From an optimization exercise on the open Yosys and OpenROAD flow, aimed at small area; shortcuts taken in it are not production practice. Only simulation tests tie the RTL to the original design; equivalence was not proved.

Design top, start of the top module:
module top (
    input  wire          CLK100MHZ,
    input  wire          CPU_RESETN,
    input  wire   [15:0] SW,
    output logic  [15:0] LED,
    input  wire          BTNC,
    input  wire          BTNU,
    input  wire          BTNL,
    input  wire          BTNR,
    input  wire          BTND,
    output logic  [ 7:0] AN,
    output logic         CA,
    output logic         CB,
    output logic         CC,
    output logic         CD,
    output logic         CE,
    output logic         CF,
    output logic         CG,
    output logic         DP,
    output logic         LED16_B,
    output logic         LED16_G,
    output logic         LED16_R,
    output logic         LED17_B,
    output logic         LED17_G,
    output logic         LED17_R
);
  assign {LED16_B, LED16_G, LED16_R, LED17_B, LED17_G, LED17_R} = 6'b000000;
  wire rst = ~CPU_RESETN;
  wire clk;
  sys_pll u_sys_pll (
      .clk_in1 (CLK100MHZ),
      .clk_out1(clk)
  );
  logic rise_c, rise_u, rise_l, rise_r, rise_d;
  logic [15:0] SW_DEB;
  unbounce_btn deb_btnC (.CPU_RESET(rst), .CLOCK(clk), .BTN_IN(BTNC), .BTN_OUT(), .RISE(rise_c));
  unbounce_btn deb_btnU (.CPU_RESET(rst), .CLOCK(clk), .BTN_IN(BTNU), .BTN_OUT(), .RISE(rise_u));
  unbounce_btn deb_btnL (.CPU_RESET(rst), .CLOCK(clk), .BTN_IN(BTNL), .BTN_OUT(), .RISE(rise_l));
  unbounce_btn deb_btnR (.CPU_RESET(rst), .CLOCK(clk), .BTN_IN(BTNR), .BTN_OUT(), .RISE(rise_r));
  unbounce_btn deb_btnD (.CPU_RESET(rst), .CLOCK(clk), .BTN_IN(BTND), .BTN_OUT(), .RISE(rise_d));
  unbounce_array debouncer (
      .CPU_RESET(rst),
      .CLOCK(clk),
      .BTN_IN(SW),
      .BTN_OUT(SW_DEB)
  );
  assign LED = SW_DEB;
  logic [15:0] value;
  logic isEdit, total_neg;
  select_btn_action u_calc (
      .clk(clk),
      .rst(rst),
      .SW(SW_DEB),
      .rise_u(rise_u),
      .rise_d(rise_d),
      .rise_r(rise_r),
      .rise_l(rise_l),
      .rise_c(rise_c),
      .value(value),
      .isEdit(isEdit),
      .total_neg(total_neg)
  );
  logic step;
  clock_seg_display u_timer (
      .clk (clk),
      .rst (rst),
      .step(step)
  );
  logic [2:0] digit_next;
  logic [3:0] code_next;
  seg_display_calc u_code (
      .value(value),
      .isEdit(isEdit),
      .total_neg(total_neg),
      .digit(digit_next),
      .code(code_next)
  );
  seg_display u_disp (
      .clk(clk),
  ...
Size in the first run: about 180 flip-flops, roughly 61 I/O pins.
export LEC_CHECK = 0
export ABC_AREA = 1
export CAP_MARGIN = 20
export CORE_MARGIN = 2
export CORE_UTILIZATION = 40
export GPL_TIMING_DRIVEN = 0
export PLACE_DENSITY = 0.6
export SLEW_MARGIN = 20
create_clock -name core_clock -period 20.0 [get_ports {CLK100MHZ}]
standard.sh (not shown) runs the stock make flow with config.mk's settings and CLKGATE_MAP_FILE= SYNTH_SCRIPT=/design/flow/synth_recipe.tcl, a recipe that flattens the netlist after the stock synthesis.
==> flow/flow/run.sh <==
#!/bin/bash
# Own layout flow: the standard flow, except that
#  - synthesis maps the logic with an area-oriented ABC script (amap) and
#    without extract_fa's adder cells, which ABC cannot restructure;
#    registers come out of the same synthesis steps as the standard
#    synthesis, so their names and cell types are unchanged;
#  - no buffers from synthesis, and ports are buffered with the smallest
#    buffer;
#  - the clock tree uses small clock buffers and no dummy loads.
# Each step's full output goes to a log file here.
set -euo pipefail
here=$(pwd)
CTS_BUF=${CTS_BUF:-sky130_fd_sc_hd__clkbuf_8}
rm -rf "$here/scripts_area"
cp -r "$FLOW_HOME/scripts" "$here/scripts_area"
cp "$here/flow/abc_area.script" "$here/scripts_area/abc_area.script"
bash standard.sh SCRIPTS_DIR="$here/scripts_area" ADDER_MAP_FILE= SYNTH_INSBUF=0 synth > "$here/synth.log" 2>&1
export REMOVE_ABC_BUFFERS=1
export BUFFER_PORTS_ARGS="-buffer_cell sky130_fd_sc_hd__buf_1"
export CTS_ARGS="-sink_clustering_enable -repair_clock_nets -dont_use_dummy_load -buf_list $CTS_BUF"
bash standard.sh > "$here/layout.log" 2>&1
test -f "$here/out/final.def"
==> flow/flow/abc_area.script <==
strash
dch -f
amap
topo
strash
dch -f
amap
topo
Edit:
--- a/flow/flow/run.sh
+++ b/flow/flow/run.sh
@@ -3 +3,2 @@
-#  - synthesis maps the logic with an area-oriented ABC script (amap) and
+#  - synthesis maps the logic with an area-oriented ABC script (deepsyn,
+#    then amap) and
@@ -7,2 +8 @@
-#  - no buffers from synthesis, and ports are buffered with the smallest
-#    buffer;
+#  - ports are buffered with the smallest buffer;
@@ -17,2 +17 @@
-bash standard.sh SCRIPTS_DIR="$here/scripts_area" ADDER_MAP_FILE= SYNTH_INSBUF=0 synth > "$here/synth.log" 2>&1
-export REMOVE_ABC_BUFFERS=1
+bash standard.sh SCRIPTS_DIR="$here/scripts_area" ADDER_MAP_FILE= synth > "$here/synth.log" 2>&1
==> flow/flow/abc_area.script (replaced) <==
strash
&get -n
&deepsyn -T 60
&put
dch -f
amap
topo
- GPL_TIMING_DRIVEN: 0 -> default
- PLACE_DENSITY: 0.6 -> 0.62
What happened: The changed run went through all stages and came out clean. Setup slack improved by 0.36 ns. Global-route usage rises by 1.4 points.

Another version of the RTL of top (not shown whole).
Size: about 1700 cells after synthesis, ~180 flip-flops, about 61 I/O pins, ~12000 um2 of cells after synthesis.
==> flow/config.mk <==
export PLATFORM = sky130hd
export DESIGN_NAME = top
export DESIGN_NICKNAME = top
export VERILOG_FILES = /design/flow/design.v
export SDC_FILE = /design/flow/constraint.sdc
export NUM_CORES = 4
export LEC_CHECK = 0
export ABC_AREA = 1
export CAP_MARGIN = 5
export CORE_MARGIN = 2
export CORE_UTILIZATION = 40
export PLACE_DENSITY = 0.62
export SLEW_MARGIN = 5
==> flow/constraint.sdc <==
create_clock -name core_clock -period 20.0 [get_ports {CLK100MHZ}]
set_input_delay 4.0000 -clock core_clock [delete_from_list [all_inputs] [get_ports {CLK100MHZ}]]
set_output_delay 4.0000 -clock core_clock [all_outputs]
set_load 0.01 [all_outputs]
==> flow/flow/run.sh <==
#!/bin/bash
# Own layout flow: the standard flow, except that
#  - synthesis maps the logic with an area-oriented ABC script (deepsyn,
#    then amap) and
#    without extract_fa's adder cells, which ABC cannot restructure;
#    registers come out of the same synthesis steps as the standard
#    synthesis, so their names and cell types are unchanged;
#  - ports are buffered with the smallest buffer;
#  - the clock tree uses small clock buffers and no dummy loads.
# Each step's full output goes to a log file here.
set -euo pipefail
here=$(pwd)
CTS_BUF=${CTS_BUF:-sky130_fd_sc_hd__clkbuf_8}
rm -rf "$here/scripts_area"
cp -r "$FLOW_HOME/scripts" "$here/scripts_area"
cp "$here/flow/abc_area.script" "$here/scripts_area/abc_area.script"
bash standard.sh SCRIPTS_DIR="$here/scripts_area" ADDER_MAP_FILE= synth > "$here/synth.log" 2>&1
export BUFFER_PORTS_ARGS="-buffer_cell sky130_fd_sc_hd__buf_1"
export CTS_ARGS="-sink_clustering_enable -repair_clock_nets -dont_use_dummy_load -buf_list $CTS_BUF"
bash standard.sh > "$here/layout.log" 2>&1
test -f "$here/out/final.def"
==> flow/flow/abc_area.script <==
strash
&get -n
&deepsyn -T 60
&put
dch -f
amap
topo
The starting point ran to the end with no violations.
Edit:
--- a/flow/flow/run.sh
+++ b/flow/flow/run.sh
@@ -19 +19 @@
-export CTS_ARGS="-sink_clustering_enable -repair_clock_nets -dont_use_dummy_load -buf_list $CTS_BUF"
+export CTS_ARGS="-sink_clustering_enable -repair_clock_nets -dont_use_dummy_load -buf_list $CTS_BUF -sink_clustering_size 20 -sink_buffer_max_cap_derate 0.6"
==> flow/flow/abc_area.script (replaced) <==
strash
&get -n
&deepsyn -T 60
&put
dch
amap -F 5 -A 16
topo
CAP_MARGIN = 20   (was 5)
SLEW_MARGIN = 20   (was 5)
After rerunning:
- fmax shrinks by a few percent
- hold slack gets better by 0.0059 ns
- non-clock buffer count went down by 1
- die area decreases slightly
- final area came out lower slightly
- global-route usage rises by 1.4 points
- wire length grows by a few percent
- sequential share of layout area goes up by 0.36 points
- utilization is lower by 0.25 points
- synthesized cell count shrinks by a few percent
Edit:
--- a/flow/flow/run.sh
+++ b/flow/flow/run.sh
@@ -19 +19 @@
-export CTS_ARGS="-sink_clustering_enable -repair_clock_nets -dont_use_dummy_load -buf_list $CTS_BUF -sink_clustering_size 20 -sink_buffer_max_cap_derate 0.6"
+export CTS_ARGS="-sink_clustering_enable -repair_clock_nets -dont_use_dummy_load -buf_list $CTS_BUF"
CORE_UTILIZATION = 55   (was 40)
PLACE_DENSITY = 0.72   (was 0.62)
Effect: Synthesized area stays the same. Global-route usage went up by 7.5 points. Cell area drops by 1.0%. Routed wire length fell by 2.0%. First-iteration DRC count grows by 13%. Flip-flop and latch count does not change. Die area decreases by 27%.
Edit:
==> flow/flow/abc_area.script (replaced) <==
strash
&get -n
&deepsyn -T 60
&put
dch -f
amap
topo
CORE_UTILIZATION = 40   (was 55)
PLACE_DENSITY = 0.62   (was 0.72)
=> Via count falls by a few percent. Area after synthesis rises slightly. Wire length falls by a few percent.
Edit:
==> flow/flow/abc_area.script (replaced) <==
strash
&get -n
&deepsyn -T 60
&put
dch
amap -F 5 -A 16
topo
The changed run passed the timing, DRC and antenna checks. Design area decreases by about 1.1%. Cell count decreases by 2.6%. Wire length increases by 6.3%. Global-route usage increases by 1.4 points. First-iteration DRC count increases by 29%. Worst setup slack is worse by 1.0 ns. Via count increases by about 0.9%.

Starting RTL as in the previous note.
Settings: LEC_CHECK=0, ABC_AREA=1, CAP_MARGIN=20, CORE_MARGIN=2, CORE_UTILIZATION=40, PLACE_DENSITY=0.62, SLEW_MARGIN=20; clock period 20.0 ns.
==> flow/flow/run.sh <==
#!/bin/bash
# Own layout flow: the standard flow, except that
#  - synthesis maps the logic with an area-oriented ABC script (deepsyn,
#    then amap) and
#    without extract_fa's adder cells, which ABC cannot restructure;
#    registers come out of the same synthesis steps as the standard
#    synthesis, so their names and cell types are unchanged;
#  - ports are buffered with the smallest buffer;
#  - the clock tree uses small clock buffers and no dummy loads.
# Each step's full output goes to a log file here.
set -euo pipefail
here=$(pwd)
CTS_BUF=${CTS_BUF:-sky130_fd_sc_hd__clkbuf_8}
rm -rf "$here/scripts_area"
cp -r "$FLOW_HOME/scripts" "$here/scripts_area"
cp "$here/flow/abc_area.script" "$here/scripts_area/abc_area.script"
bash standard.sh SCRIPTS_DIR="$here/scripts_area" ADDER_MAP_FILE= synth > "$here/synth.log" 2>&1
export BUFFER_PORTS_ARGS="-buffer_cell sky130_fd_sc_hd__buf_1"
export CTS_ARGS="-sink_clustering_enable -repair_clock_nets -dont_use_dummy_load -buf_list $CTS_BUF -sink_clustering_size 30 -sink_clustering_max_diameter 100"
bash standard.sh > "$here/layout.log" 2>&1
test -f "$here/out/final.def"
==> flow/flow/abc_area.script <==
strash
&get -n
&deepsyn -T 60
&put
dch -f
amap
topo
The baseline went through all stages and came out clean.
Edit:
--- a/flow/flow/run.sh
+++ b/flow/flow/run.sh
@@ -13 +13 @@
-CTS_BUF=${CTS_BUF:-sky130_fd_sc_hd__clkbuf_8}
+CTS_BUF=${CTS_BUF:-sky130_fd_sc_hd__clkbuf_16}
@@ -19 +19 @@
-export CTS_ARGS="-sink_clustering_enable -repair_clock_nets -dont_use_dummy_load -buf_list $CTS_BUF -sink_clustering_size 30 -sink_clustering_max_diameter 100"
+export CTS_ARGS="-sink_clustering_enable -repair_clock_nets -dont_use_dummy_load -buf_list $CTS_BUF -sink_clustering_size 40 -sink_clustering_max_diameter 120"
Effect: Cell area rises by 1.5%. Setup slack gets better by 7.0 ps. Non-clock buffer count is unchanged. Wire length rises by 0.57%. Die area stays the same. Area after synthesis does not change. Worst hold slack barely changes.

what the ideal ports hide:
The flow's constraints put no driver on any port. The routed layouts listed below were extracted and timed again, unchanged, in two steps.
Step 1: set_driving_cell puts a clkbuf_16 on CLK100MHZ and a buf_2 on each other input, an assumption about the parent block.
Step 2, shift: input delay + t, output delay - t, t = (earliest + latest rising clock arrival at the registers) / 2. This alone moves slack from input paths to output paths.
a / b / c = ideal / step 1 / step 2; a / b = the first two.
run | t, ns | slack for setup (ns) | hold slack, ns | worst slew at a driven data input, ns | cell pins on the clock port's net
the first run of note 1 | 0.512 | 4.956 / 4.956 / 4.956 | 0.324 / 0.324 / 0.324 | 0.04 | 1
the second run of note 1 | 0.512 | 5.318 / 5.318 / 5.318 | 0.326 / 0.326 / 0.326 | 0.04 | 1
the first run of note 2 | 0.518 | 5.720 / 5.720 / 5.720 | 0.330 / 0.330 / 0.330 | 0.04 | 1
the second run of note 2 | 0.488 | 4.716 / 4.716 / 4.716 | 0.336 / 0.336 / 0.336 | 0.04 | 1
the third run of note 2 | 0.478 | 4.578 / 4.578 / 4.578 | 0.344 / 0.344 / 0.344 | 0.05 | 1
the fourth run of note 2 | 0.518 | 5.720 / 5.720 / 5.720 | 0.330 / 0.330 / 0.330 | 0.04 | 1
the fifth run of note 2 | 0.488 | 4.716 / 4.716 / 4.716 | 0.336 / 0.336 / 0.336 | 0.04 | 1
the first run of note 3 | 0.518 | 5.720 / 5.720 / 5.720 | 0.330 / 0.330 / 0.330 | 0.04 | 1
the second run of note 3 | 0.482 | 5.727 / 5.727 / 5.727 | 0.330 / 0.330 / 0.330 | 0.04 | 1
After both steps every run listed still meets setup and hold.
